This is an optimization exercise on Yosys and OpenROAD, whose aim is small area, a short achievable clock period and few clock cycles per item, not a production implementation. Function was checked by simulation only, so behaviour that the tests miss may differ from the original.

File: design.v
module geofence (clk, reset, X, Y, R, valid, is_inside);
input clk;
input reset;
input [9:0] X;
input [9:0] Y;
input [10:0] R;
output reg valid;
output reg is_inside;
reg [5:0] n;                        
wire [5:0] n_n = (n == 6'd38) ? 6'd0 : n + 6'd1;
reg [2:0] g;                        
wire [2:0] g_n = (n == 6'd38 || g == 3'd5) ? 3'd0 : g + 3'd1;
reg inph;
reg [30:0] ring [0:5];              
reg [9:0] X0, Y0;
integer k;
always @(posedge clk) begin
    for (k = 0; k < 5; k = k + 1) ring[k] <= ring[k+1];
    ring[5] <= inph ? {X, Y, R} : ring[0];
    if (n == 6'd0) begin X0 <= X; Y0 <= Y; end
end
function [2:0] posof;               
    input [2:0] j;
    input [2:0] gg;
    reg [3:0] d;
    begin
        d = {1'b0, j} + 4'd6 - {1'b0, gg};
        posof = (d >= 4'd6) ? d[2:0] - 3'd6 : d[2:0];
    end
endfunction
reg [2:0] rk1, rk2, rk3, rk4, rk5;
wire [2:0] rf1, rf2, rf3, rf4, rf5;    
function [2:0] lsel;                
    input [2:0] r;
    begin
        lsel = (rf1 == r) ? 3'd1 : (rf2 == r) ? 3'd2 : (rf3 == r) ? 3'd3 :
               (rf4 == r) ? 3'd4 : 3'd5;
    end
endfunction
reg [5:0] selA, selB;               
reg [30:0] pA, pB;
integer kk;
always @(*) begin
    pA = 31'd0; pB = 31'd0;
    for (kk = 0; kk < 6; kk = kk + 1) begin
        pA = pA | (ring[kk] & {31{selA[kk]}});
        pB = pB | (ring[kk] & {31{selB[kk]}});
    end
end
wire [9:0]  ax = pA[30:21], ay = pA[20:11];
wire [10:0] ar = pA[10:0];
wire [9:0]  bx = pB[30:21], by = pB[20:11];
wire [10:0] br = pB[10:0];
reg rld, sload, smul, scmp, aph, sph, eph, uvl, aqsh, aacc, tsel, fin, radsum, radodd;
reg [3:0] asel;                     
function [5:0] pairof;
    input [5:0] nn;
    case (nn)
        6'd3:  pairof = {3'd1, 3'd2};
        6'd4:  pairof = {3'd1, 3'd3};
        6'd5:  pairof = {3'd2, 3'd3};
        6'd6:  pairof = {3'd1, 3'd4};
        6'd7:  pairof = {3'd2, 3'd4};
        6'd8:  pairof = {3'd3, 3'd4};
        6'd9:  pairof = {3'd1, 3'd5};
        6'd10: pairof = {3'd2, 3'd5};
        6'd11: pairof = {3'd3, 3'd5};
        default: pairof = {3'd4, 3'd5};
    endcase
endfunction
function [2:0] qsel;
    input [2:0] m;
    case (m)
        3'd1: qsel = lsel(3'd0);
        3'd2: qsel = lsel(3'd1);
        3'd3: qsel = lsel(3'd2);
        3'd4: qsel = lsel(3'd3);
        3'd5: qsel = lsel(3'd4);
        default: qsel = 3'd0;
    endcase
endfunction
wire [5:0] cn = n_n - 6'd15;        
reg  [2:0] kA_n;                    
reg  [2:0] jA_n, jB_n;
always @(*) begin
    kA_n = (cn <= 6'd5) ? cn[2:0] : cn[0] ? cn[3:1] - 3'd2 : cn[3:1] - 3'd3;
    if (n_n >= 6'd3 && n_n <= 6'd12) begin
        {jA_n, jB_n} = pairof(n_n);
    end else begin
        jA_n = qsel(kA_n);
        jB_n = qsel(kA_n + 3'd1);
    end
end
wire cph_n = (n_n >= 6'd15);
always @(posedge clk or posedge reset) begin
    if (reset) begin
        n <= 6'd0; g <= 3'd0; inph <= 1'b1; valid <= 1'b0;
    end else begin
        n <= n_n; g <= g_n;
        inph <= (n_n <= 6'd5);
        valid <= fin;
    end
end
always @(posedge clk) begin
    selA   <= 6'd1 << posof(jA_n, g_n);
    selB   <= 6'd1 << posof(jB_n, g_n);
    sload  <= (n_n >= 6'd3) && (n_n <= 6'd12);
    rld    <= cph_n && ((cn == 6'd0) || ((cn >= 6'd7) && (cn <= 6'd15) && cn[0]));
    smul   <= (n_n >= 6'd4) && (n_n <= 6'd13);
    scmp   <= smul;
    aph    <= cph_n && (cn <= 6'd5);
    sph    <= cph_n && (cn >= 6'd6) && (cn <= 6'd16) && !cn[0];
    eph    <= cph_n && (cn >= 6'd7) && (cn <= 6'd17) && cn[0];
    uvl    <= cph_n && (cn >= 6'd11) && (cn <= 6'd21) && cn[0];
    aqsh   <= cph_n && (cn >= 6'd5) && (cn <= 6'd10);
    aacc   <= cph_n && (cn >= 6'd8) && (cn <= 6'd18) && !cn[0];
    tsel   <= cph_n && (cn >= 6'd12) && (cn <= 6'd22) && !cn[0];
    fin    <= cph_n && (cn == 6'd22);
    radsum <= (cn <= 6'd7);
    radodd <= cn[0];
    case (cn)
        6'd6, 6'd16, 6'd17:        asel <= 4'b0001;
        6'd7, 6'd8, 6'd14, 6'd15:  asel <= 4'b0010;
        6'd9, 6'd10, 6'd12, 6'd13: asel <= 4'b0100;
        default:                   asel <= 4'b1000;
    endcase
end
reg  [10:0] oa1, ob1, ob2;
reg  [11:0] oa2;
reg  [21:0] m1r;
reg  [21:0] A, T;
reg  [21:0] m2r;
wire [21:0] m1, m2;
mul_s11x11a u_m1 (.a(oa1), .b(ob1), .c(tsel ? T : 22'd0), .p(m1));    
mul_s12x11 u_m2 (.a(oa2), .b(ob2), .p(m2));
wire signed [21:0] sm1r = m1r, sm2r = m2r;
wire bef = sm1r > sm2r;             
always @(posedge clk) begin
    if (n <= 6'd3) begin
        rk1 <= 3'd0; rk2 <= 3'd0; rk3 <= 3'd0; rk4 <= 3'd0; rk5 <= 3'd0;
    end else begin
        rk1 <= rf1; rk2 <= rf2; rk3 <= rf3; rk4 <= rf4; rk5 <= rf5;
    end
end
wire [5:0] dij = pairof(n - 6'd2);  
wire [2:0] win = bef ? dij[2:0] : dij[5:3];     
assign rf1 = rk1 + {2'd0, scmp && win == 3'd1};
assign rf2 = rk2 + {2'd0, scmp && win == 3'd2};
assign rf3 = rk3 + {2'd0, scmp && win == 3'd3};
assign rf4 = rk4 + {2'd0, scmp && win == 3'd4};
assign rf5 = rk5 + {2'd0, scmp && win == 3'd5};
wire [19:0] rad = radsum ? (m1r[19:0] + m2r[19:0]) : (radodd ? m2r[19:0] : m1r[19:0]);
function [22:0] nrstep;    
    input [12:0] r;
    input [9:0]  q;
    input [1:0]  b;
    input [3:0]  j;
    reg [12:0] rn, m;
    begin
        if (!r[12]) rn = {r[10:0], b} - {1'b0, q, 2'b01};
        else        rn = {r[10:0], b} + {1'b0, q, 2'b11};
        m = 13'h1fff << (j + 1);
        rn = rn[j+1] ? (rn | m) : (rn & ~m);
        nrstep = {rn, q[8:0], !rn[12]};
    end
endfunction
reg [5:0]  q1r; reg [3:0] q1q; reg [11:0] q1rad;
reg [8:0]  q2r; reg [6:0] q2q; reg [5:0]  q2rad;
reg [9:0]  qout;
reg [22:0] s1, s2, s3;
always @(*) begin
    s1 = 23'd0;
    s1 = nrstep(s1[22:10], s1[9:0], rad[19:18], 4'd1);
    s1 = nrstep(s1[22:10], s1[9:0], rad[17:16], 4'd2);
    s1 = nrstep(s1[22:10], s1[9:0], rad[15:14], 4'd3);
    s1 = nrstep(s1[22:10], s1[9:0], rad[13:12], 4'd4);
    s2 = {{7{q1r[5]}}, q1r, 6'd0, q1q};
    s2 = nrstep(s2[22:10], s2[9:0], q1rad[11:10], 4'd5);
    s2 = nrstep(s2[22:10], s2[9:0], q1rad[9:8], 4'd6);
    s2 = nrstep(s2[22:10], s2[9:0], q1rad[7:6], 4'd7);
    s3 = {{4{q2r[8]}}, q2r, 3'd0, q2q};
    s3 = nrstep(s3[22:10], s3[9:0], q2rad[5:4], 4'd8);
    s3 = nrstep(s3[22:10], s3[9:0], q2rad[3:2], 4'd9);
    s3 = nrstep(s3[22:10], s3[9:0], q2rad[1:0], 4'd10);
end
always @(posedge clk) begin
    q1r <= s1[15:10]; q1q <= s1[3:0]; q1rad <= rad[11:0];
    q2r <= s2[18:10]; q2q <= s2[6:0]; q2rad <= q1rad[5:0];
    qout <= s3[9:0];
end
reg [9:0]  aq0, aq1, aq2, aq3;      
wire [9:0]  acur = asel[0] ? aq0 : asel[1] ? aq1 : asel[2] ? aq2 : aq3;
reg  [10:0] ri, rj;                 
wire [10:0] ssum = acur + ri + rj;
wire [9:0]  Sn = ssum[10:1];
wire [10:0] e1n = {1'b0, Sn} - {1'b0, acur};
wire [10:0] e2n = {1'b0, Sn} - ri;
wire [10:0] e3n = {1'b0, Sn} - {1'b0, rj[9:0]};
wire [10:0] dx = {1'b0, ax} - {1'b0, bx};
wire [10:0] dy = {1'b0, ay} - {1'b0, by};
always @(posedge clk) begin
    if (sload) begin
        oa1 <= {1'b0, ax} - {1'b0, X0};
        ob1 <= {1'b0, by} - {1'b0, Y0};
        oa2 <= {1'b0, ay} - {1'b0, Y0};
        ob2 <= {1'b0, bx} - {1'b0, X0};
    end
    if (aph) begin
        oa1 <= dx; ob1 <= dx; oa2 <= {dy[10], dy}; ob2 <= dy;
    end
    if (sph) begin
        oa1 <= {1'b0, Sn}; ob1 <= e1n;
        oa2 <= {2'b00, ax} + {2'b00, bx}; ob2 <= {1'b0, by} - {1'b0, ay};
    end
    if (eph) begin
        oa2 <= {e2n[10], e2n}; ob2 <= e3n;
    end
    if (uvl) begin
        oa1 <= {1'b0, qout}; ob1 <= {1'b0, s3[9:0]};
    end
    m1r <= m1[21:0];
    if (rld) begin ri <= ar; rj <= br; end
    m2r <= m2[21:0];
    if (aqsh) begin aq0 <= qout; aq1 <= aq0; aq2 <= aq1; aq3 <= aq2; end
    if (n <= 6'd14) begin A <= 22'd0; T <= 22'd0; end
    else begin
        if (aacc) A <= A + m2r;
        if (tsel) T <= m1;
    end
    if (fin) is_inside <= ({1'b0, A[21:1]} >= m1);
end
endmodule
module mul_s11x11a (a, b, c, p);
input [10:0] a;
input [10:0] b;
input [21:0] c;
output [21:0] p;
wire w1, w2, w3, w4, w5, w6, w7, w8, w9, w10, w11, w12, w13, w14, w15, w16;
wire w17, w18, w19, w20, w21, w22, w23, w24, w25, w26, w27, w28, w29, w30, w31, w32;
wire w33, w34, w35, w36, w37, w38, w39, w40, w41, w42, w43, w44, w45, w46, w47, w48;
wire w49, w50, w51, w52, w53, w54, w55, w56, w57, w58, w59, w60, w61, w62, w63, w64;
wire w65, w66, w67, w68, w69, w70, w71, w72, w73, w74, w75, w76, w77, w78, w79, w80;
wire w81, w82, w83, w84, w85, w86, w87, w88, w89, w90, w91, w92, w93, w94, w95, w96;
wire w97, w98, w99, w100, w101, w102, w103, w104, w105, w106, w107, w108, w109, w110, w111, w112;
wire w113, w114, w115, w116, w117, w118, w119, w120, w121, w122, w123, w124, w125, w126, w127, w128;
wire w129, w130, w131, w132, w133, w134, w135, w136, w137, w138, w139, w140, w141, w142, w143, w144;
wire w145, w146, w147, w148, w149, w150, w151, w152, w153, w154, w155, w156, w157, w158, w159, w160;
wire w161, w162, w163, w164, w165, w166, w167, w168, w169, w170, w171, w172, w173, w174, w175, w176;
wire w177, w178, w179, w180, w181, w182, w183, w184, w185, w186, w187, w188, w189, w190, w191, w192;
wire w193, w194, w195, w196, w197, w198, w199, w200, w201, w202, w203, w204, w205, w206, w207, w208;
wire w209, w210, w211, w212, w213, w214, w215, w216, w217, w218, w219, w220, w221, w222;
assign w1 = (a[0] & b[8]) ^ (a[1] & b[7]);
assign w2 = (a[0] & b[8]) & (a[1] & b[7]);
assign w3 = (a[0] & b[9]) ^ (a[1] & b[8]) ^ (a[2] & b[7]);
assign w4 = ((a[0] & b[9]) & (a[1] & b[8])) | ((a[0] & b[9]) & (a[2] & b[7])) | ((a[1] & b[8]) & (a[2] & b[7]));
assign w5 = (a[3] & b[6]) ^ (a[4] & b[5]);
assign w6 = (a[3] & b[6]) & (a[4] & b[5]);
assign w7 = ~(a[0] & b[10]) ^ (a[1] & b[9]) ^ (a[2] & b[8]);
assign w8 = (~(a[0] & b[10]) & (a[1] & b[9])) | (~(a[0] & b[10]) & (a[2] & b[8])) | ((a[1] & b[9]) & (a[2] & b[8]));
assign w9 = (a[3] & b[7]) ^ (a[4] & b[6]) ^ (a[5] & b[5]);
assign w10 = ((a[3] & b[7]) & (a[4] & b[6])) | ((a[3] & b[7]) & (a[5] & b[5])) | ((a[4] & b[6]) & (a[5] & b[5]));
assign w11 = (a[6] & b[4]) ^ (a[7] & b[3]);
assign w12 = (a[6] & b[4]) & (a[7] & b[3]);
assign w13 = ~(a[1] & b[10]) ^ (a[2] & b[9]) ^ (a[3] & b[8]);
assign w14 = (~(a[1] & b[10]) & (a[2] & b[9])) | (~(a[1] & b[10]) & (a[3] & b[8])) | ((a[2] & b[9]) & (a[3] & b[8]));
assign w15 = (a[4] & b[7]) ^ (a[5] & b[6]) ^ (a[6] & b[5]);
assign w16 = ((a[4] & b[7]) & (a[5] & b[6])) | ((a[4] & b[7]) & (a[6] & b[5])) | ((a[5] & b[6]) & (a[6] & b[5]));
assign w17 = (a[7] & b[4]) ^ (a[8] & b[3]) ^ (a[9] & b[2]);
assign w18 = ((a[7] & b[4]) & (a[8] & b[3])) | ((a[7] & b[4]) & (a[9] & b[2])) | ((a[8] & b[3]) & (a[9] & b[2]));
assign w19 = ~(a[2] & b[10]) ^ (a[3] & b[9]) ^ (a[4] & b[8]);
assign w20 = (~(a[2] & b[10]) & (a[3] & b[9])) | (~(a[2] & b[10]) & (a[4] & b[8])) | ((a[3] & b[9]) & (a[4] & b[8]));
assign w21 = (a[5] & b[7]) ^ (a[6] & b[6]) ^ (a[7] & b[5]);
assign w22 = ((a[5] & b[7]) & (a[6] & b[6])) | ((a[5] & b[7]) & (a[7] & b[5])) | ((a[6] & b[6]) & (a[7] & b[5]));
assign w23 = ~(a[3] & b[10]) ^ (a[4] & b[9]) ^ (a[5] & b[8]);
assign w24 = (~(a[3] & b[10]) & (a[4] & b[9])) | (~(a[3] & b[10]) & (a[5] & b[8])) | ((a[4] & b[9]) & (a[5] & b[8]));
assign w25 = (a[0] & b[5]) ^ (a[1] & b[4]);
assign w26 = (a[0] & b[5]) & (a[1] & b[4]);
assign w27 = (a[0] & b[6]) ^ (a[1] & b[5]) ^ (a[2] & b[4]);
assign w28 = ((a[0] & b[6]) & (a[1] & b[5])) | ((a[0] & b[6]) & (a[2] & b[4])) | ((a[1] & b[5]) & (a[2] & b[4]));
assign w29 = (a[3] & b[3]) ^ (a[4] & b[2]);
assign w30 = (a[3] & b[3]) & (a[4] & b[2]);
assign w31 = (a[0] & b[7]) ^ (a[1] & b[6]) ^ (a[2] & b[5]);
assign w32 = ((a[0] & b[7]) & (a[1] & b[6])) | ((a[0] & b[7]) & (a[2] & b[5])) | ((a[1] & b[6]) & (a[2] & b[5]));
assign w33 = (a[3] & b[4]) ^ (a[4] & b[3]) ^ (a[5] & b[2]);
assign w34 = ((a[3] & b[4]) & (a[4] & b[3])) | ((a[3] & b[4]) & (a[5] & b[2])) | ((a[4] & b[3]) & (a[5] & b[2]));
assign w35 = (a[6] & b[1]) ^ (a[7] & b[0]);
assign w36 = (a[6] & b[1]) & (a[7] & b[0]);
assign w37 = (a[2] & b[6]) ^ (a[3] & b[5]) ^ (a[4] & b[4]);
assign w38 = ((a[2] & b[6]) & (a[3] & b[5])) | ((a[2] & b[6]) & (a[4] & b[4])) | ((a[3] & b[5]) & (a[4] & b[4]));
assign w39 = (a[5] & b[3]) ^ (a[6] & b[2]) ^ (a[7] & b[1]);
assign w40 = ((a[5] & b[3]) & (a[6] & b[2])) | ((a[5] & b[3]) & (a[7] & b[1])) | ((a[6] & b[2]) & (a[7] & b[1]));
assign w41 = (a[8] & b[0]) ^ c[8] ^ w1;
assign w42 = ((a[8] & b[0]) & c[8]) | ((a[8] & b[0]) & w1) | (c[8] & w1);
assign w43 = (a[5] & b[4]) ^ (a[6] & b[3]) ^ (a[7] & b[2]);
assign w44 = ((a[5] & b[4]) & (a[6] & b[3])) | ((a[5] & b[4]) & (a[7] & b[2])) | ((a[6] & b[3]) & (a[7] & b[2]));
assign w45 = (a[8] & b[1]) ^ (a[9] & b[0]) ^ c[9];
assign w46 = ((a[8] & b[1]) & (a[9] & b[0])) | ((a[8] & b[1]) & c[9]) | ((a[9] & b[0]) & c[9]);
assign w47 = w2 ^ w3 ^ w5;
assign w48 = (w2 & w3) | (w2 & w5) | (w3 & w5);
assign w49 = (a[8] & b[2]) ^ (a[9] & b[1]) ^ ~(a[10] & b[0]);
assign w50 = ((a[8] & b[2]) & (a[9] & b[1])) | ((a[8] & b[2]) & ~(a[10] & b[0])) | ((a[9] & b[1]) & ~(a[10] & b[0]));
assign w51 = c[10] ^ w4 ^ w6;
assign w52 = (c[10] & w4) | (c[10] & w6) | (w4 & w6);
assign w53 = w7 ^ w9 ^ w11;
assign w54 = (w7 & w9) | (w7 & w11) | (w9 & w11);
assign w55 = ~(a[10] & b[1]) ^ 1'b1 ^ c[11];
assign w56 = (~(a[10] & b[1]) & 1'b1) | (~(a[10] & b[1]) & c[11]) | (1'b1 & c[11]);
assign w57 = w8 ^ w10 ^ w12;
assign w58 = (w8 & w10) | (w8 & w12) | (w10 & w12);
assign w59 = w13 ^ w15 ^ w17;
assign w60 = (w13 & w15) | (w13 & w17) | (w15 & w17);
assign w61 = (a[8] & b[4]) ^ (a[9] & b[3]) ^ ~(a[10] & b[2]);
assign w62 = ((a[8] & b[4]) & (a[9] & b[3])) | ((a[8] & b[4]) & ~(a[10] & b[2])) | ((a[9] & b[3]) & ~(a[10] & b[2]));
assign w63 = c[12] ^ w14 ^ w16;
assign w64 = (c[12] & w14) | (c[12] & w16) | (w14 & w16);
assign w65 = w18 ^ w19 ^ w21;
assign w66 = (w18 & w19) | (w18 & w21) | (w19 & w21);
assign w67 = (a[6] & b[7]) ^ (a[7] & b[6]) ^ (a[8] & b[5]);
assign w68 = ((a[6] & b[7]) & (a[7] & b[6])) | ((a[6] & b[7]) & (a[8] & b[5])) | ((a[7] & b[6]) & (a[8] & b[5]));
assign w69 = (a[9] & b[4]) ^ ~(a[10] & b[3]) ^ c[13];
assign w70 = ((a[9] & b[4]) & ~(a[10] & b[3])) | ((a[9] & b[4]) & c[13]) | (~(a[10] & b[3]) & c[13]);
assign w71 = w20 ^ w22 ^ w23;
assign w72 = (w20 & w22) | (w20 & w23) | (w22 & w23);
assign w73 = ~(a[4] & b[10]) ^ (a[5] & b[9]) ^ (a[6] & b[8]);
assign w74 = (~(a[4] & b[10]) & (a[5] & b[9])) | (~(a[4] & b[10]) & (a[6] & b[8])) | ((a[5] & b[9]) & (a[6] & b[8]));
assign w75 = (a[7] & b[7]) ^ (a[8] & b[6]) ^ (a[9] & b[5]);
assign w76 = ((a[7] & b[7]) & (a[8] & b[6])) | ((a[7] & b[7]) & (a[9] & b[5])) | ((a[8] & b[6]) & (a[9] & b[5]));
assign w77 = ~(a[10] & b[4]) ^ c[14] ^ w24;
assign w78 = (~(a[10] & b[4]) & c[14]) | (~(a[10] & b[4]) & w24) | (c[14] & w24);
assign w79 = ~(a[5] & b[10]) ^ (a[6] & b[9]) ^ (a[7] & b[8]);
assign w80 = (~(a[5] & b[10]) & (a[6] & b[9])) | (~(a[5] & b[10]) & (a[7] & b[8])) | ((a[6] & b[9]) & (a[7] & b[8]));
assign w81 = (a[8] & b[7]) ^ (a[9] & b[6]) ^ ~(a[10] & b[5]);
assign w82 = ((a[8] & b[7]) & (a[9] & b[6])) | ((a[8] & b[7]) & ~(a[10] & b[5])) | ((a[9] & b[6]) & ~(a[10] & b[5]));
assign w83 = ~(a[6] & b[10]) ^ (a[7] & b[9]) ^ (a[8] & b[8]);
assign w84 = (~(a[6] & b[10]) & (a[7] & b[9])) | (~(a[6] & b[10]) & (a[8] & b[8])) | ((a[7] & b[9]) & (a[8] & b[8]));
assign w85 = (a[0] & b[3]) ^ (a[1] & b[2]);
assign w86 = (a[0] & b[3]) & (a[1] & b[2]);
assign w87 = (a[0] & b[4]) ^ (a[1] & b[3]) ^ (a[2] & b[2]);
assign w88 = ((a[0] & b[4]) & (a[1] & b[3])) | ((a[0] & b[4]) & (a[2] & b[2])) | ((a[1] & b[3]) & (a[2] & b[2]));
assign w89 = (a[3] & b[1]) ^ (a[4] & b[0]);
assign w90 = (a[3] & b[1]) & (a[4] & b[0]);
assign w91 = (a[2] & b[3]) ^ (a[3] & b[2]) ^ (a[4] & b[1]);
assign w92 = ((a[2] & b[3]) & (a[3] & b[2])) | ((a[2] & b[3]) & (a[4] & b[1])) | ((a[3] & b[2]) & (a[4] & b[1]));
assign w93 = (a[5] & b[0]) ^ c[5] ^ w25;
assign w94 = ((a[5] & b[0]) & c[5]) | ((a[5] & b[0]) & w25) | (c[5] & w25);
assign w95 = (a[5] & b[1]) ^ (a[6] & b[0]) ^ c[6];
assign w96 = ((a[5] & b[1]) & (a[6] & b[0])) | ((a[5] & b[1]) & c[6]) | ((a[6] & b[0]) & c[6]);
assign w97 = w26 ^ w27 ^ w29;
assign w98 = (w26 & w27) | (w26 & w29) | (w27 & w29);
assign w99 = c[7] ^ w28 ^ w30;
assign w100 = (c[7] & w28) | (c[7] & w30) | (w28 & w30);
assign w101 = w31 ^ w33 ^ w35;
assign w102 = (w31 & w33) | (w31 & w35) | (w33 & w35);
assign w103 = w32 ^ w34 ^ w36;
assign w104 = (w32 & w34) | (w32 & w36) | (w34 & w36);
assign w105 = w37 ^ w39 ^ w41;
assign w106 = (w37 & w39) | (w37 & w41) | (w39 & w41);
assign w107 = w38 ^ w40 ^ w42;
assign w108 = (w38 & w40) | (w38 & w42) | (w40 & w42);
assign w109 = w43 ^ w45 ^ w47;
assign w110 = (w43 & w45) | (w43 & w47) | (w45 & w47);
assign w111 = w44 ^ w46 ^ w48;
assign w112 = (w44 & w46) | (w44 & w48) | (w46 & w48);
assign w113 = w49 ^ w51 ^ w53;
assign w114 = (w49 & w51) | (w49 & w53) | (w51 & w53);
assign w115 = w50 ^ w52 ^ w54;
assign w116 = (w50 & w52) | (w50 & w54) | (w52 & w54);
assign w117 = w55 ^ w57 ^ w59;
assign w118 = (w55 & w57) | (w55 & w59) | (w57 & w59);
assign w119 = w56 ^ w58 ^ w60;
assign w120 = (w56 & w58) | (w56 & w60) | (w58 & w60);
assign w121 = w61 ^ w63 ^ w65;
assign w122 = (w61 & w63) | (w61 & w65) | (w63 & w65);
assign w123 = w62 ^ w64 ^ w66;
assign w124 = (w62 & w64) | (w62 & w66) | (w64 & w66);
assign w125 = w67 ^ w69 ^ w71;
assign w126 = (w67 & w69) | (w67 & w71) | (w69 & w71);
assign w127 = w68 ^ w70 ^ w72;
assign w128 = (w68 & w70) | (w68 & w72) | (w70 & w72);
assign w129 = w73 ^ w75 ^ w77;
assign w130 = (w73 & w75) | (w73 & w77) | (w75 & w77);
assign w131 = c[15] ^ w74 ^ w76;
assign w132 = (c[15] & w74) | (c[15] & w76) | (w74 & w76);
assign w133 = w78 ^ w79 ^ w81;
assign w134 = (w78 & w79) | (w78 & w81) | (w79 & w81);
assign w135 = (a[9] & b[7]) ^ ~(a[10] & b[6]) ^ c[16];
assign w136 = ((a[9] & b[7]) & ~(a[10] & b[6])) | ((a[9] & b[7]) & c[16]) | (~(a[10] & b[6]) & c[16]);
assign w137 = w80 ^ w82 ^ w83;
assign w138 = (w80 & w82) | (w80 & w83) | (w82 & w83);
assign w139 = ~(a[7] & b[10]) ^ (a[8] & b[9]) ^ (a[9] & b[8]);
assign w140 = (~(a[7] & b[10]) & (a[8] & b[9])) | (~(a[7] & b[10]) & (a[9] & b[8])) | ((a[8] & b[9]) & (a[9] & b[8]));
assign w141 = ~(a[10] & b[7]) ^ c[17] ^ w84;
assign w142 = (~(a[10] & b[7]) & c[17]) | (~(a[10] & b[7]) & w84) | (c[17] & w84);
assign w143 = ~(a[8] & b[10]) ^ (a[9] & b[9]) ^ ~(a[10] & b[8]);
assign w144 = (~(a[8] & b[10]) & (a[9] & b[9])) | (~(a[8] & b[10]) & ~(a[10] & b[8])) | ((a[9] & b[9]) & ~(a[10] & b[8]));
assign w145 = (a[0] & b[2]) ^ (a[1] & b[1]);
assign w146 = (a[0] & b[2]) & (a[1] & b[1]);
assign w147 = (a[2] & b[1]) ^ (a[3] & b[0]) ^ c[3];
assign w148 = ((a[2] & b[1]) & (a[3] & b[0])) | ((a[2] & b[1]) & c[3]) | ((a[3] & b[0]) & c[3]);
assign w149 = c[4] ^ w86 ^ w87;
assign w150 = (c[4] & w86) | (c[4] & w87) | (w86 & w87);
assign w151 = w88 ^ w90 ^ w91;
assign w152 = (w88 & w90) | (w88 & w91) | (w90 & w91);
assign w153 = w92 ^ w94 ^ w95;
assign w154 = (w92 & w94) | (w92 & w95) | (w94 & w95);
assign w155 = w96 ^ w98 ^ w99;
assign w156 = (w96 & w98) | (w96 & w99) | (w98 & w99);
assign w157 = w100 ^ w102 ^ w103;
assign w158 = (w100 & w102) | (w100 & w103) | (w102 & w103);
assign w159 = w104 ^ w106 ^ w107;
assign w160 = (w104 & w106) | (w104 & w107) | (w106 & w107);
assign w161 = w108 ^ w110 ^ w111;
assign w162 = (w108 & w110) | (w108 & w111) | (w110 & w111);
assign w163 = w112 ^ w114 ^ w115;
assign w164 = (w112 & w114) | (w112 & w115) | (w114 & w115);
assign w165 = w116 ^ w118 ^ w119;
assign w166 = (w116 & w118) | (w116 & w119) | (w118 & w119);
assign w167 = w120 ^ w122 ^ w123;
assign w168 = (w120 & w122) | (w120 & w123) | (w122 & w123);
assign w169 = w124 ^ w126 ^ w127;
assign w170 = (w124 & w126) | (w124 & w127) | (w126 & w127);
assign w171 = w128 ^ w130 ^ w131;
assign w172 = (w128 & w130) | (w128 & w131) | (w130 & w131);
assign w173 = w132 ^ w134 ^ w135;
assign w174 = (w132 & w134) | (w132 & w135) | (w134 & w135);
assign w175 = w136 ^ w138 ^ w139;
assign w176 = (w136 & w138) | (w136 & w139) | (w138 & w139);
assign w177 = c[18] ^ w140 ^ w142;
assign w178 = (c[18] & w140) | (c[18] & w142) | (w140 & w142);
assign w179 = ~(a[9] & b[10]) ^ ~(a[10] & b[9]) ^ c[19];
assign w180 = (~(a[9] & b[10]) & ~(a[10] & b[9])) | (~(a[9] & b[10]) & c[19]) | (~(a[10] & b[9]) & c[19]);
assign w181 = (a[0] & b[1]) ^ (a[1] & b[0]);
assign w182 = (a[0] & b[1]) & (a[1] & b[0]);
assign w183 = (a[2] & b[0]) ^ c[2] ^ w145;
assign w184 = ((a[2] & b[0]) & c[2]) | ((a[2] & b[0]) & w145) | (c[2] & w145);
assign w185 = w85 ^ w146 ^ w147;
assign w186 = (w85 & w146) | (w85 & w147) | (w146 & w147);
assign w187 = w89 ^ w148 ^ w149;
assign w188 = (w89 & w148) | (w89 & w149) | (w148 & w149);
assign w189 = w93 ^ w150 ^ w151;
assign w190 = (w93 & w150) | (w93 & w151) | (w150 & w151);
assign w191 = w97 ^ w152 ^ w153;
assign w192 = (w97 & w152) | (w97 & w153) | (w152 & w153);
assign w193 = w101 ^ w154 ^ w155;
assign w194 = (w101 & w154) | (w101 & w155) | (w154 & w155);
assign w195 = w105 ^ w156 ^ w157;
assign w196 = (w105 & w156) | (w105 & w157) | (w156 & w157);
assign w197 = w109 ^ w158 ^ w159;
assign w198 = (w109 & w158) | (w109 & w159) | (w158 & w159);
assign w199 = w113 ^ w160 ^ w161;
assign w200 = (w113 & w160) | (w113 & w161) | (w160 & w161);
assign w201 = w117 ^ w162 ^ w163;
assign w202 = (w117 & w162) | (w117 & w163) | (w162 & w163);
assign w203 = w121 ^ w164 ^ w165;
assign w204 = (w121 & w164) | (w121 & w165) | (w164 & w165);
assign w205 = w125 ^ w166 ^ w167;
assign w206 = (w125 & w166) | (w125 & w167) | (w166 & w167);
assign w207 = w129 ^ w168 ^ w169;
assign w208 = (w129 & w168) | (w129 & w169) | (w168 & w169);
assign w209 = w133 ^ w170 ^ w171;
assign w210 = (w133 & w170) | (w133 & w171) | (w170 & w171);
assign w211 = w137 ^ w172 ^ w173;
assign w212 = (w137 & w172) | (w137 & w173) | (w172 & w173);
assign w213 = w141 ^ w174 ^ w175;
assign w214 = (w141 & w174) | (w141 & w175) | (w174 & w175);
assign w215 = w143 ^ w176 ^ w177;
assign w216 = (w143 & w176) | (w143 & w177) | (w176 & w177);
assign w217 = w144 ^ w178 ^ w179;
assign w218 = (w144 & w178) | (w144 & w179) | (w178 & w179);
assign w219 = (a[10] & b[10]) ^ c[20] ^ w180;
assign w220 = ((a[10] & b[10]) & c[20]) | ((a[10] & b[10]) & w180) | (c[20] & w180);
assign w221 = 1'b1 ^ c[21];
assign w222 = 1'b1 & c[21];
wire [21:0] r0 = {w220, w218, w216, w214, w212, w210, w208, w206, w204, w202, w200, w198, w196, w194, w192, w190, w188, w186, w184, w182, c[1], (a[0] & b[0])};
wire [21:0] r1 = {w221, w219, w217, w215, w213, w211, w209, w207, w205, w203, w201, w199, w197, w195, w193, w191, w189, w187, w185, w183, w181, c[0]};
assign p = r0 + r1;
endmodule
module mul_s12x11 (a, b, p);
input [11:0] a;
input [10:0] b;
output [21:0] p;
wire w1, w2, w3, w4, w5, w6, w7, w8, w9, w10, w11, w12, w13, w14, w15, w16;
wire w17, w18, w19, w20, w21, w22, w23, w24, w25, w26, w27, w28, w29, w30, w31, w32;
wire w33, w34, w35, w36, w37, w38, w39, w40, w41, w42, w43, w44, w45, w46, w47, w48;
wire w49, w50, w51, w52, w53, w54, w55, w56, w57, w58, w59, w60, w61, w62, w63, w64;
wire w65, w66, w67, w68, w69, w70, w71, w72, w73, w74, w75, w76, w77, w78, w79, w80;
wire w81, w82, w83, w84, w85, w86, w87, w88, w89, w90, w91, w92, w93, w94, w95, w96;
wire w97, w98, w99, w100, w101, w102, w103, w104, w105, w106, w107, w108, w109, w110, w111, w112;
wire w113, w114, w115, w116, w117, w118, w119, w120, w121, w122, w123, w124, w125, w126, w127, w128;
wire w129, w130, w131, w132, w133, w134, w135, w136, w137, w138, w139, w140, w141, w142, w143, w144;
wire w145, w146, w147, w148, w149, w150, w151, w152, w153, w154, w155, w156, w157, w158, w159, w160;
wire w161, w162, w163, w164, w165, w166, w167, w168, w169, w170, w171, w172, w173, w174, w175, w176;
wire w177, w178, w179, w180, w181, w182, w183, w184, w185, w186, w187, w188, w189, w190, w191, w192;
wire w193, w194, w195, w196, w197, w198, w199, w200;
assign w1 = (a[0] & b[9]) ^ (a[1] & b[8]);
assign w2 = (a[0] & b[9]) & (a[1] & b[8]);
assign w3 = ~(a[0] & b[10]) ^ (a[1] & b[9]) ^ (a[2] & b[8]);
assign w4 = (~(a[0] & b[10]) & (a[1] & b[9])) | (~(a[0] & b[10]) & (a[2] & b[8])) | ((a[1] & b[9]) & (a[2] & b[8]));
assign w5 = (a[3] & b[7]) ^ (a[4] & b[6]) ^ (a[5] & b[5]);
assign w6 = ((a[3] & b[7]) & (a[4] & b[6])) | ((a[3] & b[7]) & (a[5] & b[5])) | ((a[4] & b[6]) & (a[5] & b[5]));
assign w7 = ~(a[1] & b[10]) ^ (a[2] & b[9]) ^ (a[3] & b[8]);
assign w8 = (~(a[1] & b[10]) & (a[2] & b[9])) | (~(a[1] & b[10]) & (a[3] & b[8])) | ((a[2] & b[9]) & (a[3] & b[8]));
assign w9 = (a[4] & b[7]) ^ (a[5] & b[6]) ^ (a[6] & b[5]);
assign w10 = ((a[4] & b[7]) & (a[5] & b[6])) | ((a[4] & b[7]) & (a[6] & b[5])) | ((a[5] & b[6]) & (a[6] & b[5]));
assign w11 = (a[7] & b[4]) ^ (a[8] & b[3]);
assign w12 = (a[7] & b[4]) & (a[8] & b[3]);
assign w13 = ~(a[2] & b[10]) ^ (a[3] & b[9]) ^ (a[4] & b[8]);
assign w14 = (~(a[2] & b[10]) & (a[3] & b[9])) | (~(a[2] & b[10]) & (a[4] & b[8])) | ((a[3] & b[9]) & (a[4] & b[8]));
assign w15 = (a[5] & b[7]) ^ (a[6] & b[6]) ^ (a[7] & b[5]);
assign w16 = ((a[5] & b[7]) & (a[6] & b[6])) | ((a[5] & b[7]) & (a[7] & b[5])) | ((a[6] & b[6]) & (a[7] & b[5]));
assign w17 = ~(a[3] & b[10]) ^ (a[4] & b[9]) ^ (a[5] & b[8]);
assign w18 = (~(a[3] & b[10]) & (a[4] & b[9])) | (~(a[3] & b[10]) & (a[5] & b[8])) | ((a[4] & b[9]) & (a[5] & b[8]));
assign w19 = (a[0] & b[6]) ^ (a[1] & b[5]);
assign w20 = (a[0] & b[6]) & (a[1] & b[5]);
assign w21 = (a[0] & b[7]) ^ (a[1] & b[6]) ^ (a[2] & b[5]);
assign w22 = ((a[0] & b[7]) & (a[1] & b[6])) | ((a[0] & b[7]) & (a[2] & b[5])) | ((a[1] & b[6]) & (a[2] & b[5]));
assign w23 = (a[3] & b[4]) ^ (a[4] & b[3]);
assign w24 = (a[3] & b[4]) & (a[4] & b[3]);
assign w25 = (a[0] & b[8]) ^ (a[1] & b[7]) ^ (a[2] & b[6]);
assign w26 = ((a[0] & b[8]) & (a[1] & b[7])) | ((a[0] & b[8]) & (a[2] & b[6])) | ((a[1] & b[7]) & (a[2] & b[6]));
assign w27 = (a[3] & b[5]) ^ (a[4] & b[4]) ^ (a[5] & b[3]);
assign w28 = ((a[3] & b[5]) & (a[4] & b[4])) | ((a[3] & b[5]) & (a[5] & b[3])) | ((a[4] & b[4]) & (a[5] & b[3]));
assign w29 = (a[6] & b[2]) ^ (a[7] & b[1]);
assign w30 = (a[6] & b[2]) & (a[7] & b[1]);
assign w31 = (a[2] & b[7]) ^ (a[3] & b[6]) ^ (a[4] & b[5]);
assign w32 = ((a[2] & b[7]) & (a[3] & b[6])) | ((a[2] & b[7]) & (a[4] & b[5])) | ((a[3] & b[6]) & (a[4] & b[5]));
assign w33 = (a[5] & b[4]) ^ (a[6] & b[3]) ^ (a[7] & b[2]);
assign w34 = ((a[5] & b[4]) & (a[6] & b[3])) | ((a[5] & b[4]) & (a[7] & b[2])) | ((a[6] & b[3]) & (a[7] & b[2]));
assign w35 = (a[8] & b[1]) ^ (a[9] & b[0]) ^ w1;
assign w36 = ((a[8] & b[1]) & (a[9] & b[0])) | ((a[8] & b[1]) & w1) | ((a[9] & b[0]) & w1);
assign w37 = (a[6] & b[4]) ^ (a[7] & b[3]) ^ (a[8] & b[2]);
assign w38 = ((a[6] & b[4]) & (a[7] & b[3])) | ((a[6] & b[4]) & (a[8] & b[2])) | ((a[7] & b[3]) & (a[8] & b[2]));
assign w39 = (a[9] & b[1]) ^ (a[10] & b[0]) ^ 1'b1;
assign w40 = ((a[9] & b[1]) & (a[10] & b[0])) | ((a[9] & b[1]) & 1'b1) | ((a[10] & b[0]) & 1'b1);
assign w41 = w2 ^ w3 ^ w5;
assign w42 = (w2 & w3) | (w2 & w5) | (w3 & w5);
assign w43 = (a[9] & b[2]) ^ (a[10] & b[1]) ^ ~(a[11] & b[0]);
assign w44 = ((a[9] & b[2]) & (a[10] & b[1])) | ((a[9] & b[2]) & ~(a[11] & b[0])) | ((a[10] & b[1]) & ~(a[11] & b[0]));
assign w45 = 1'b1 ^ w4 ^ w6;
assign w46 = (1'b1 & w4) | (1'b1 & w6) | (w4 & w6);
assign w47 = w7 ^ w9 ^ w11;
assign w48 = (w7 & w9) | (w7 & w11) | (w9 & w11);
assign w49 = (a[8] & b[4]) ^ (a[9] & b[3]) ^ (a[10] & b[2]);
assign w50 = ((a[8] & b[4]) & (a[9] & b[3])) | ((a[8] & b[4]) & (a[10] & b[2])) | ((a[9] & b[3]) & (a[10] & b[2]));
assign w51 = ~(a[11] & b[1]) ^ w8 ^ w10;
assign w52 = (~(a[11] & b[1]) & w8) | (~(a[11] & b[1]) & w10) | (w8 & w10);
assign w53 = w12 ^ w13 ^ w15;
assign w54 = (w12 & w13) | (w12 & w15) | (w13 & w15);
assign w55 = (a[6] & b[7]) ^ (a[7] & b[6]) ^ (a[8] & b[5]);
assign w56 = ((a[6] & b[7]) & (a[7] & b[6])) | ((a[6] & b[7]) & (a[8] & b[5])) | ((a[7] & b[6]) & (a[8] & b[5]));
assign w57 = (a[9] & b[4]) ^ (a[10] & b[3]) ^ ~(a[11] & b[2]);
assign w58 = ((a[9] & b[4]) & (a[10] & b[3])) | ((a[9] & b[4]) & ~(a[11] & b[2])) | ((a[10] & b[3]) & ~(a[11] & b[2]));
assign w59 = w14 ^ w16 ^ w17;
assign w60 = (w14 & w16) | (w14 & w17) | (w16 & w17);
assign w61 = ~(a[4] & b[10]) ^ (a[5] & b[9]) ^ (a[6] & b[8]);
assign w62 = (~(a[4] & b[10]) & (a[5] & b[9])) | (~(a[4] & b[10]) & (a[6] & b[8])) | ((a[5] & b[9]) & (a[6] & b[8]));
assign w63 = (a[7] & b[7]) ^ (a[8] & b[6]) ^ (a[9] & b[5]);
assign w64 = ((a[7] & b[7]) & (a[8] & b[6])) | ((a[7] & b[7]) & (a[9] & b[5])) | ((a[8] & b[6]) & (a[9] & b[5]));
assign w65 = (a[10] & b[4]) ^ ~(a[11] & b[3]) ^ w18;
assign w66 = ((a[10] & b[4]) & ~(a[11] & b[3])) | ((a[10] & b[4]) & w18) | (~(a[11] & b[3]) & w18);
assign w67 = ~(a[5] & b[10]) ^ (a[6] & b[9]) ^ (a[7] & b[8]);
assign w68 = (~(a[5] & b[10]) & (a[6] & b[9])) | (~(a[5] & b[10]) & (a[7] & b[8])) | ((a[6] & b[9]) & (a[7] & b[8]));
assign w69 = (a[8] & b[7]) ^ (a[9] & b[6]) ^ (a[10] & b[5]);
assign w70 = ((a[8] & b[7]) & (a[9] & b[6])) | ((a[8] & b[7]) & (a[10] & b[5])) | ((a[9] & b[6]) & (a[10] & b[5]));
assign w71 = ~(a[6] & b[10]) ^ (a[7] & b[9]) ^ (a[8] & b[8]);
assign w72 = (~(a[6] & b[10]) & (a[7] & b[9])) | (~(a[6] & b[10]) & (a[8] & b[8])) | ((a[7] & b[9]) & (a[8] & b[8]));
assign w73 = (a[0] & b[4]) ^ (a[1] & b[3]);
assign w74 = (a[0] & b[4]) & (a[1] & b[3]);
assign w75 = (a[0] & b[5]) ^ (a[1] & b[4]) ^ (a[2] & b[3]);
assign w76 = ((a[0] & b[5]) & (a[1] & b[4])) | ((a[0] & b[5]) & (a[2] & b[3])) | ((a[1] & b[4]) & (a[2] & b[3]));
assign w77 = (a[3] & b[2]) ^ (a[4] & b[1]);
assign w78 = (a[3] & b[2]) & (a[4] & b[1]);
assign w79 = (a[2] & b[4]) ^ (a[3] & b[3]) ^ (a[4] & b[2]);
assign w80 = ((a[2] & b[4]) & (a[3] & b[3])) | ((a[2] & b[4]) & (a[4] & b[2])) | ((a[3] & b[3]) & (a[4] & b[2]));
assign w81 = (a[5] & b[1]) ^ (a[6] & b[0]) ^ w19;
assign w82 = ((a[5] & b[1]) & (a[6] & b[0])) | ((a[5] & b[1]) & w19) | ((a[6] & b[0]) & w19);
assign w83 = (a[5] & b[2]) ^ (a[6] & b[1]) ^ (a[7] & b[0]);
assign w84 = ((a[5] & b[2]) & (a[6] & b[1])) | ((a[5] & b[2]) & (a[7] & b[0])) | ((a[6] & b[1]) & (a[7] & b[0]));
assign w85 = w20 ^ w21 ^ w23;
assign w86 = (w20 & w21) | (w20 & w23) | (w21 & w23);
assign w87 = (a[8] & b[0]) ^ w22 ^ w24;
assign w88 = ((a[8] & b[0]) & w22) | ((a[8] & b[0]) & w24) | (w22 & w24);
assign w89 = w25 ^ w27 ^ w29;
assign w90 = (w25 & w27) | (w25 & w29) | (w27 & w29);
assign w91 = w26 ^ w28 ^ w30;
assign w92 = (w26 & w28) | (w26 & w30) | (w28 & w30);
assign w93 = w31 ^ w33 ^ w35;
assign w94 = (w31 & w33) | (w31 & w35) | (w33 & w35);
assign w95 = w32 ^ w34 ^ w36;
assign w96 = (w32 & w34) | (w32 & w36) | (w34 & w36);
assign w97 = w37 ^ w39 ^ w41;
assign w98 = (w37 & w39) | (w37 & w41) | (w39 & w41);
assign w99 = w38 ^ w40 ^ w42;
assign w100 = (w38 & w40) | (w38 & w42) | (w40 & w42);
assign w101 = w43 ^ w45 ^ w47;
assign w102 = (w43 & w45) | (w43 & w47) | (w45 & w47);
assign w103 = w44 ^ w46 ^ w48;
assign w104 = (w44 & w46) | (w44 & w48) | (w46 & w48);
assign w105 = w49 ^ w51 ^ w53;
assign w106 = (w49 & w51) | (w49 & w53) | (w51 & w53);
assign w107 = w50 ^ w52 ^ w54;
assign w108 = (w50 & w52) | (w50 & w54) | (w52 & w54);
assign w109 = w55 ^ w57 ^ w59;
assign w110 = (w55 & w57) | (w55 & w59) | (w57 & w59);
assign w111 = w56 ^ w58 ^ w60;
assign w112 = (w56 & w58) | (w56 & w60) | (w58 & w60);
assign w113 = w61 ^ w63 ^ w65;
assign w114 = (w61 & w63) | (w61 & w65) | (w63 & w65);
assign w115 = ~(a[11] & b[4]) ^ w62 ^ w64;
assign w116 = (~(a[11] & b[4]) & w62) | (~(a[11] & b[4]) & w64) | (w62 & w64);
assign w117 = w66 ^ w67 ^ w69;
assign w118 = (w66 & w67) | (w66 & w69) | (w67 & w69);
assign w119 = (a[9] & b[7]) ^ (a[10] & b[6]) ^ ~(a[11] & b[5]);
assign w120 = ((a[9] & b[7]) & (a[10] & b[6])) | ((a[9] & b[7]) & ~(a[11] & b[5])) | ((a[10] & b[6]) & ~(a[11] & b[5]));
assign w121 = w68 ^ w70 ^ w71;
assign w122 = (w68 & w70) | (w68 & w71) | (w70 & w71);
assign w123 = ~(a[7] & b[10]) ^ (a[8] & b[9]) ^ (a[9] & b[8]);
assign w124 = (~(a[7] & b[10]) & (a[8] & b[9])) | (~(a[7] & b[10]) & (a[9] & b[8])) | ((a[8] & b[9]) & (a[9] & b[8]));
assign w125 = (a[10] & b[7]) ^ ~(a[11] & b[6]) ^ w72;
assign w126 = ((a[10] & b[7]) & ~(a[11] & b[6])) | ((a[10] & b[7]) & w72) | (~(a[11] & b[6]) & w72);
assign w127 = ~(a[8] & b[10]) ^ (a[9] & b[9]) ^ (a[10] & b[8]);
assign w128 = (~(a[8] & b[10]) & (a[9] & b[9])) | (~(a[8] & b[10]) & (a[10] & b[8])) | ((a[9] & b[9]) & (a[10] & b[8]));
assign w129 = (a[0] & b[3]) ^ (a[1] & b[2]);
assign w130 = (a[0] & b[3]) & (a[1] & b[2]);
assign w131 = (a[2] & b[2]) ^ (a[3] & b[1]) ^ (a[4] & b[0]);
assign w132 = ((a[2] & b[2]) & (a[3] & b[1])) | ((a[2] & b[2]) & (a[4] & b[0])) | ((a[3] & b[1]) & (a[4] & b[0]));
assign w133 = (a[5] & b[0]) ^ w74 ^ w75;
assign w134 = ((a[5] & b[0]) & w74) | ((a[5] & b[0]) & w75) | (w74 & w75);
assign w135 = w76 ^ w78 ^ w79;
assign w136 = (w76 & w78) | (w76 & w79) | (w78 & w79);
assign w137 = w80 ^ w82 ^ w83;
assign w138 = (w80 & w82) | (w80 & w83) | (w82 & w83);
assign w139 = w84 ^ w86 ^ w87;
assign w140 = (w84 & w86) | (w84 & w87) | (w86 & w87);
assign w141 = w88 ^ w90 ^ w91;
assign w142 = (w88 & w90) | (w88 & w91) | (w90 & w91);
assign w143 = w92 ^ w94 ^ w95;
assign w144 = (w92 & w94) | (w92 & w95) | (w94 & w95);
assign w145 = w96 ^ w98 ^ w99;
assign w146 = (w96 & w98) | (w96 & w99) | (w98 & w99);
assign w147 = w100 ^ w102 ^ w103;
assign w148 = (w100 & w102) | (w100 & w103) | (w102 & w103);
assign w149 = w104 ^ w106 ^ w107;
assign w150 = (w104 & w106) | (w104 & w107) | (w106 & w107);
assign w151 = w108 ^ w110 ^ w111;
assign w152 = (w108 & w110) | (w108 & w111) | (w110 & w111);
assign w153 = w112 ^ w114 ^ w115;
assign w154 = (w112 & w114) | (w112 & w115) | (w114 & w115);
assign w155 = w116 ^ w118 ^ w119;
assign w156 = (w116 & w118) | (w116 & w119) | (w118 & w119);
assign w157 = w120 ^ w122 ^ w123;
assign w158 = (w120 & w122) | (w120 & w123) | (w122 & w123);
assign w159 = ~(a[11] & b[7]) ^ w124 ^ w126;
assign w160 = (~(a[11] & b[7]) & w124) | (~(a[11] & b[7]) & w126) | (w124 & w126);
assign w161 = ~(a[9] & b[10]) ^ (a[10] & b[9]) ^ ~(a[11] & b[8]);
assign w162 = (~(a[9] & b[10]) & (a[10] & b[9])) | (~(a[9] & b[10]) & ~(a[11] & b[8])) | ((a[10] & b[9]) & ~(a[11] & b[8]));
assign w163 = (a[0] & b[2]) ^ (a[1] & b[1]);
assign w164 = (a[0] & b[2]) & (a[1] & b[1]);
assign w165 = (a[2] & b[1]) ^ (a[3] & b[0]) ^ w129;
assign w166 = ((a[2] & b[1]) & (a[3] & b[0])) | ((a[2] & b[1]) & w129) | ((a[3] & b[0]) & w129);
assign w167 = w73 ^ w130 ^ w131;
assign w168 = (w73 & w130) | (w73 & w131) | (w130 & w131);
assign w169 = w77 ^ w132 ^ w133;
assign w170 = (w77 & w132) | (w77 & w133) | (w132 & w133);
assign w171 = w81 ^ w134 ^ w135;
assign w172 = (w81 & w134) | (w81 & w135) | (w134 & w135);
assign w173 = w85 ^ w136 ^ w137;
assign w174 = (w85 & w136) | (w85 & w137) | (w136 & w137);
assign w175 = w89 ^ w138 ^ w139;
assign w176 = (w89 & w138) | (w89 & w139) | (w138 & w139);
assign w177 = w93 ^ w140 ^ w141;
assign w178 = (w93 & w140) | (w93 & w141) | (w140 & w141);
assign w179 = w97 ^ w142 ^ w143;
assign w180 = (w97 & w142) | (w97 & w143) | (w142 & w143);
assign w181 = w101 ^ w144 ^ w145;
assign w182 = (w101 & w144) | (w101 & w145) | (w144 & w145);
assign w183 = w105 ^ w146 ^ w147;
assign w184 = (w105 & w146) | (w105 & w147) | (w146 & w147);
assign w185 = w109 ^ w148 ^ w149;
assign w186 = (w109 & w148) | (w109 & w149) | (w148 & w149);
assign w187 = w113 ^ w150 ^ w151;
assign w188 = (w113 & w150) | (w113 & w151) | (w150 & w151);
assign w189 = w117 ^ w152 ^ w153;
assign w190 = (w117 & w152) | (w117 & w153) | (w152 & w153);
assign w191 = w121 ^ w154 ^ w155;
assign w192 = (w121 & w154) | (w121 & w155) | (w154 & w155);
assign w193 = w125 ^ w156 ^ w157;
assign w194 = (w125 & w156) | (w125 & w157) | (w156 & w157);
assign w195 = w127 ^ w158 ^ w159;
assign w196 = (w127 & w158) | (w127 & w159) | (w158 & w159);
assign w197 = w128 ^ w160 ^ w161;
assign w198 = (w128 & w160) | (w128 & w161) | (w160 & w161);
assign w199 = ~(a[10] & b[10]) ^ ~(a[11] & b[9]) ^ w162;
assign w200 = (~(a[10] & b[10]) & ~(a[11] & b[9])) | (~(a[10] & b[10]) & w162) | (~(a[11] & b[9]) & w162);
wire [21:0] r0 = {(a[11] & b[10]), w198, w196, w194, w192, w190, w188, w186, w184, w182, w180, w178, w176, w174, w172, w170, w168, w166, w164, (a[2] & b[0]), (a[0] & b[1]), (a[0] & b[0])};
wire [21:0] r1 = {w200, w199, w197, w195, w193, w191, w189, w187, w185, w183, w181, w179, w177, w175, w173, w171, w169, w167, w165, w163, (a[1] & b[0]), 1'b0};
assign p = r0 + r1;
endmodule
File: flow/run.sh
#!/bin/bash
# Standard ORFS layout; the only change is the cell used to buffer the ports
# (a plain buf_2 instead of the delay buffer buffer_ports picks by default).
set -euo pipefail
export BUFFER_PORTS_ARGS="-buffer_cell sky130_fd_sc_hd__buf_2"
bash standard.sh > standard.log 2>&1
File: standard.sh
#!/bin/bash
# synth_recipe.tcl (not shown) runs the flow's synth.tcl, then flattens the netlist and writes it again
# the make line also repeats each setting of config.mk as NAME=value (left out here)
make -C /OpenROAD-flow-scripts/flow DESIGN_CONFIG=/design/flow/config.mk WORK_HOME=/design/flow/orfs CLKGATE_MAP_FILE= SYNTH_SCRIPT=/design/flow/synth_recipe.tcl "${@:-finish}"
File: config.mk
export PLATFORM = sky130hd
export DESIGN_NAME = geofence
export DESIGN_NICKNAME = geofence
export VERILOG_FILES = /design/flow/design.v
export SDC_FILE = /design/flow/constraint.sdc
export NUM_CORES = 4
export LEC_CHECK = 0
export ABC_AREA = 1
export CAP_MARGIN = 20
export CORE_MARGIN = 2
export CORE_UTILIZATION = 40
export SLEW_MARGIN = 20
File: constraint.sdc
create_clock -name core_clock -period 25.0 [get_ports {clk}]
set_input_delay 5.0000 -clock core_clock [delete_from_list [all_inputs] [get_ports {clk}]]
set_output_delay 5.0000 -clock core_clock [all_outputs]
set_load 0.01 [all_outputs]
==> results_dict.tcl, run 1 <==
set metrics [dict create \
    wl_met3_mm 5.51 \
    cts.sinks 508 \
    slew_headroom_pct 30.0 \
    cp.arrival_ps 7180 \
    ctsRootBufferMaster "clkbuf_16" \
    yosysSeqAreaShare_pct 30.0 \
    yosys.area.top_type "dfxtp_1" \
    startpoint_type "register" \
    cts_hold_buf 0 \
    end_kind "register" \
    cpMostUsedCell "inv_1" \
    htreeDepth 2 \
    crit_fanout 10 \
    worstMarginPinSlew_ps 1040 \
    die_h_um 313 \
    drtAntennaViolNets 0 \
    rows 113 \
    cts_tree "done" \
    synth_area_leaders "dfxtp_1 19%, ha_1 12%, fa_1 11%, nand2_1 11%, edfxtp_1 9.9%" \
    ys_ff_latch 508 \
    hold_path_class "reg -> reg" \
    top_layer "met4" \
    fill_cells 9577 \
    drive_gt1_share_pct 4.47 \
    grt_pass1_wl_mm 167 \
    die_w_um 313 \
    avgSynthCellArea_um2 7.68 \
    finalSetupTns_ps 0 \
    met2_length_mm 49.3 \
    final_util_pct 43.9 \
    antenna_found_initial 4 \
    port_buffers 34 \
    syn_inst 4975 \
    skew_ps 57.7 \
    grt_overflow 0 \
    start_util_pct 40.3 \
    place_hpwl_mm 82.0 \
    drt-initial-drc-count 2515 \
    fin_crit_sh_pct 26.3 \
    ys_top_cells_by_count "1082 x nand2_1, 979 x inv_1, 371 x dfxtp_1, 353 x ha_1, 322 x a21oi_1" \
    vias 31700 \
    synth_edf_count 126 \
    clock_latency_ps 690 \
    wl_met1_mm 48.2 \
    drv_cap 0 \
    finalCriticalPeriod_ps 6560 \
    ctsResizeCount 0 \
    grt_max_degree 66 \
    timing.fmax_mhz 152 \
    slew_viol_final 0 \
    drt-total-wl_mm 106 \
    async_flop_share_pct 2.17 \
    die_area_um2 98100 \
    synth.most_common_cell "nand2_1" \
    gp_congestion 0.928 \
    postLayoutCellArea_um2 41700 \
    netlist_area_um2 38200 \
    hold_viol 0 \
    crit_slowest_cell "dfrtp_1" \
    clockBufferDepth 3 \
    rsz0062_at_grt "false" \
    ys_warn_count 2 \
    crit_required_ps 25620 \
    clk_pin_slew_ps 60 \
    first_pass_iters 5 \
    routedWlPerCell_um 16.9 \
    grt_pass1_vias 30700 \
    grt.total_usage_pct 21.4 \
    vias_per_cell 5.06 \
    post_cts_buffers 0 \
    yosys.cell_types.count 72 \
    placed_cell_area_um2 39600 \
    outcome "finished clean" \
    timing.hold.ws_ps 322 \
    reg2reg_slack_ps 18440 \
    syn_nets 5576 \
    ios 35 \
    cts_buffers 57 \
    core_area_um2 94900 \
    worst-setup-path-type "reg -> reg" \
    setup_viol 0 \
    area_growth_pct 8.99 \
    ys.flop_type "dfxtp_1" \
    synth_top_area_share_pct 19.4 \
    nets 5545 \
    drc_errors 0 \
    slowest_delay_ps 550 \
]
## kinds of logic after synthesis
family          after synthesis  synth area share (%)
simple gates               1726                  18.9
buf+inv                    1144                  11.3
compound gates              851                  12.9
fa+ha+maj                   568                  22.8
flops                       508                  30.0
xor+xnor                    178                  4.17
## state kept, by name, summed over array words and instances, names as in the netlist, 12 cells and up
| signal | cells |
|---|---|
| A | 22 |
| ring | 186 |
| q1rad | 12 |
| m2r | 22 |
| T | 22 |
| oa2 | 12 |
| m1r | 22 |
## metal layers
layer  vias up  track usage, %
li1      15800               -
met1     15000            29.4
met2       778            35.9
met3       138            2.05
met4         0            5.92
met5         -               0
## metrics by stage
stage,setup slack [ps],cells
after floorplan,19280,4975
after global placement,18600,6150
after detailed placement,18530,6150
after CTS,18500,6258
after global routing,17900,6258
final,18440,6259
## final cells by class
| cell class | instances | area, µm² | share of cell area [%] |
|---|---|---|---|
| multi-input cells | 3323 | 22400 | 53.9 |
| flip-flops and latches | 508 | 11500 | 27.6 |
| inverters | 997 | 3740 | 8.99 |
| well taps | 1265 | 1580 | 3.80 |
| clock buffers | 67 | 1520 | 3.64 |
| clock inverters | 41 | 542 | 1.30 |
| repair buffers | 57 | 343 | 0.823 |
| diodes | 1 | 2.50 | 0.00601 |
## worst max-delay path: cells and delay by family (launching register included)
kind / cells / cell delay (ps)
compound gates: 2 / 340
fa+ha+maj: 7 / 2240
buf+inv: 10 / 850
flops: 1 / 550
simple gates: 18 / 2500
## placed cells by master (no fill, tap or decap), drive strengths merged, types with 3 or more instances in the layout
cell     instances
a211oi          10
a21boi          10
a21o             9
a21oi          322
a221oi          27
a22oi            3
a31oi           21
buf             57
bufinv           9
clkbuf          67
clkinv          28
dfrtp           10
dfxtp          371
edfxtp         126
fa             215
ha             353
inv           1001
nand2         1096
nand3          215
nand3b           4
nand4           32
nor2           278
nor3            69
nor3b            3
nor4             7
o2111ai          6
o211ai          48
o21a            17
o21ai          267
o21bai          18
o221ai           4
o22ai           47
o2bb2ai          3
o31ai           27
or2             18
xnor2           63
xor2           115
## path summary, 6_finish.rpt
path | endpoint | depth (start not counted) | from
setup reg to reg | selB[2]$_SDFF_PP0_ | 37 | n[0]$_DFF_PP0_
max in group asynchronous | n[5]$_DFF_PP0_ | 2 | reset
min in group asynchronous | n[4]$_DFF_PP0_ | 2 | reset
hold / removal | q2rad[2]$_DFF_P_ | 0 | q1rad[2]$_DFF_P_
setup / recovery | selB[2]$_SDFF_PP0_ | 37 | n[0]$_DFF_PP0_
hold reg to reg | q2rad[2]$_DFF_P_ | 0 | q1rad[2]$_DFF_P_
Testbench counts, summed over its fixed seeds: cycles 62,400, items 1,600.
==> run 2: changes to the inputs <==
==> flow/run.sh (replaced) <==
#!/bin/bash
# Standard ORFS layout at the design's clock and constraints, with two changes:
# the ports are buffered with a plain buf_2 (instead of the delay buffer
# buffer_ports picks by default), and repair_timing is asked for 19 ns of
# setup margin so that it also works on paths that already meet the clock.
set -euo pipefail
export BUFFER_PORTS_ARGS="-buffer_cell sky130_fd_sc_hd__buf_2"
export SETUP_SLACK_MARGIN=19
bash standard.sh > standard.log 2>&1
==> run 2 against run 1 <==
Still clean. Clock skew down 3.6 ps. Via count increased by 0.90%. Synthesized area is the same. Sequential share of layout area is 0.52 points lower. Synthesized cell count stayed put. Sequential cell count unchanged. Final cell count grew 0.77%.
==> results_dict.tcl, run 2 <==
set metrics [dict create \
    rows 113 \
    end_kind "output pin" \
    timing.fmax_mhz 159 \
    cts_tree "done" \
    drt-initial-drc-count 2382 \
    startpoint_type "register" \
    cts.sinks 508 \
    slew_headroom_pct 31.0 \
    yosys.area.top_type "dfxtp_1" \
    drtAntennaViolNets 0 \
    synth.most_common_cell "nand2_1" \
    top_usage_layer "met2" \
    multi_input_area_um2 22900 \
    antenna_found_initial 4 \
    htreeDepth 2 \
    drt-total-wl_mm 107 \
    skew_ps 54.1 \
    synth_top_area_share_pct 19.4 \
    largest_register "ring" \
    hold_path_class "reg -> reg" \
    path_cells "buf_2" \
    regArea_um2 11500 \
    clock_latency_ps 690 \
    grtUsageMet2_pct 36.0 \
    largest_reg_flops 186 \
    rsz0062_at_grt "true" \
    die_area_um2 98100 \
    crit_buf_inv 1 \
    grt_overflow 0 \
    synth_area_leaders "dfxtp_1 19%, ha_1 12%, fa_1 11%, nand2_1 11%, edfxtp_1 9.9%" \
    placed_cell_area_um2 39600 \
    die_w_um 313 \
    vias_per_cell 5.07 \
    place_hpwl_mm 82.0 \
    grt_pass1_vias 30800 \
    ys_warn_count 2 \
    start_util_pct 40.3 \
    worst-setup-path-type "reg -> out" \
    finalCriticalPeriod_ps 6310 \
    fin_crit_sh_pct 25.2 \
    ios 35 \
    area_growth_pct 11.4 \
    netlist_area_um2 38200 \
    drc_errors 0 \
    ys.flop_type "dfxtp_1" \
    cts_buffers 57 \
    grtUsageMet1_pct 29.6 \
    syn_nets 5576 \
    drv_cap 0 \
    final_common_cell "nand2_1" \
    first_pass_iters 6 \
    crit_required_ps 20000 \
    hold_viol 0 \
    syn_inst 4975 \
    synth_edf_count 126 \
    fill_cells 9513 \
    routedWlPerCell_um 16.9 \
    drive_gt1_share_pct 7.24 \
    clockBufferDepth 3 \
    ys_ff_latch 508 \
    met3_usage_pct 2.12 \
    critical-path-top-delay-family "flip-flops" \
    crit_fanout 1 \
    grt.total_usage_pct 21.5 \
    die_h_um 313 \
    crit_slowest_cell "edfxtp_1" \
    yosys.cell_types.count 72 \
    avgSynthCellArea_um2 7.68 \
    slowest_delay_ps 460 \
    grt_pass1_wl_mm 168 \
    slew_viol_final 0 \
    core_area_um2 94900 \
    postLayoutCellArea_um2 42600 \
    nets 5592 \
    async_flop_share_pct 2.17 \
    finalSetupTns_ps 0 \
    port_buffers 34 \
    clk_pin_slew_ps 60 \
    grt_max_degree 66 \
    yosysSeqAreaShare_pct 30.0 \
    cp.arrival_ps 1310 \
    final_util_pct 44.9 \
    worstMarginPinSlew_ps 1030 \
    outcome "finished clean" \
    ys_top_cells_by_count "1082 x nand2_1, 979 x inv_1, 371 x dfxtp_1, 353 x ha_1, 322 x a21oi_1" \
    ctsRootBufferMaster "clkbuf_16" \
    vias 32000 \
    mostFrequentLayoutCells "1069 x nand2_1, 974 x inv_1, 356 x dfxtp_1" \
    setup_viol 0 \
    gp_congestion 0.928 \
]
-- run 2: kinds of logic (layout without fill, tap and decap cells) --
kind of cell,count (synthesis),count (layout),share of synthesized area (%)
other,0,2,0
xor gates and xnor gates,178,178,4.17
and+or+nand+nor,1726,1726,18.9
adders and majority gates,568,568,22.8
AOI/OAI and AO/OA,851,851,12.9
DFF,508,508,30.0
buffers and inverters,1144,1209,11.3
-- run 2: repair_timing --
item | in CTS | in global routing
hold buffers | 0 | 0
gates resized for setup | 13 | 104
setup buffers | 22 | 25
pin swaps | 1 | 36
setup endpoints to repair | 16 | 19
-- run 2: cell type report --
type                       count  share of cell area, %
tap                         1265                   3.72
sequential                   508                   27.1
multi-input combinational   3323                   53.9
clock buffer                  67                   3.56
antenna                        2                 0.0118
timing repair buffer         104                   1.66
clock inverter                41                   1.27
inverter                     997                   8.81
-- run 2: per-stage QoR --
| stage | setup slack (ps) | instances | hold WS (ps) |
|---|---|---|---|
| after detailed placement | 18530 | 6150 | 315 |
| after global placement | 18600 | 6150 | 313 |
| final | 18690 | 6307 | 326 |
| after floorplan | 19280 | 4975 | 310 |
| after CTS | 18600 | 6280 | 326 |
| after global routing | 18640 | 6305 | 336 |
-- run 2: final timing paths --
check	start	endpoint	slack, ps	depth (start not counted)
worst max register to register	ob1[6]$_DFFE_PP_	is_inside$_DFFE_PP_	19240	27
worst max-delay path	is_inside$_DFFE_PP_	is_inside	18690	1
worst min register to register	q1rad[2]$_DFF_P_	q2rad[2]$_DFF_P_	330	0
min in group asynchronous	reset	n[4]$_DFF_PP0_	4360	2
worst min-delay path	q1rad[2]$_DFF_P_	q2rad[2]$_DFF_P_	330	0
max in group asynchronous	reset	n[0]$_DFF_PP0_	20230	2
-- run 2: routing by layer --
layer | routed length (µm) | vias to the layer above
met4 | 2700 | 2
met2 | 50200 | 809
li1 | - | 15900
met3 | 5670 | 145
met5 | 13 | -
met1 | 48300 | 15100

==> port drivers added, routing unchanged <==
How much do the figures lean on ideal ports? The routed layouts below were timed once more, with nothing changed but the port constraints.
Step 1 (the two cells are an assumption about what drives the block):
set clk [get_ports {clk}]
set_driving_cell -lib_cell sky130_fd_sc_hd__clkbuf_16 $clk
set_driving_cell -lib_cell sky130_fd_sc_hd__buf_2 [delete_from_list [all_inputs] $clk]
Step 2 moves the port delays by t, midway between the first and last clock arrival at a register: inputs arrive t later, outputs are due t later. That takes back most of the time a late clock gives input paths.
a / b / c = ideal / step 1 / step 2; a / b = the first two.
run | t, ns | slack for setup (ns) | hold WS [ns] | worst setup path at the end | worst slew at a driven data input, ns
run 1 | 0.726 | 18.435 / 18.435 / 18.435 | 0.322 / 0.322 / 0.322 | register to register | 0.04
run 2 | 0.726 | 18.693 / 18.625 / 19.239 | 0.326 / 0.326 / 0.326 | register to register | 0.04
After both steps every run listed still meets setup and hold.
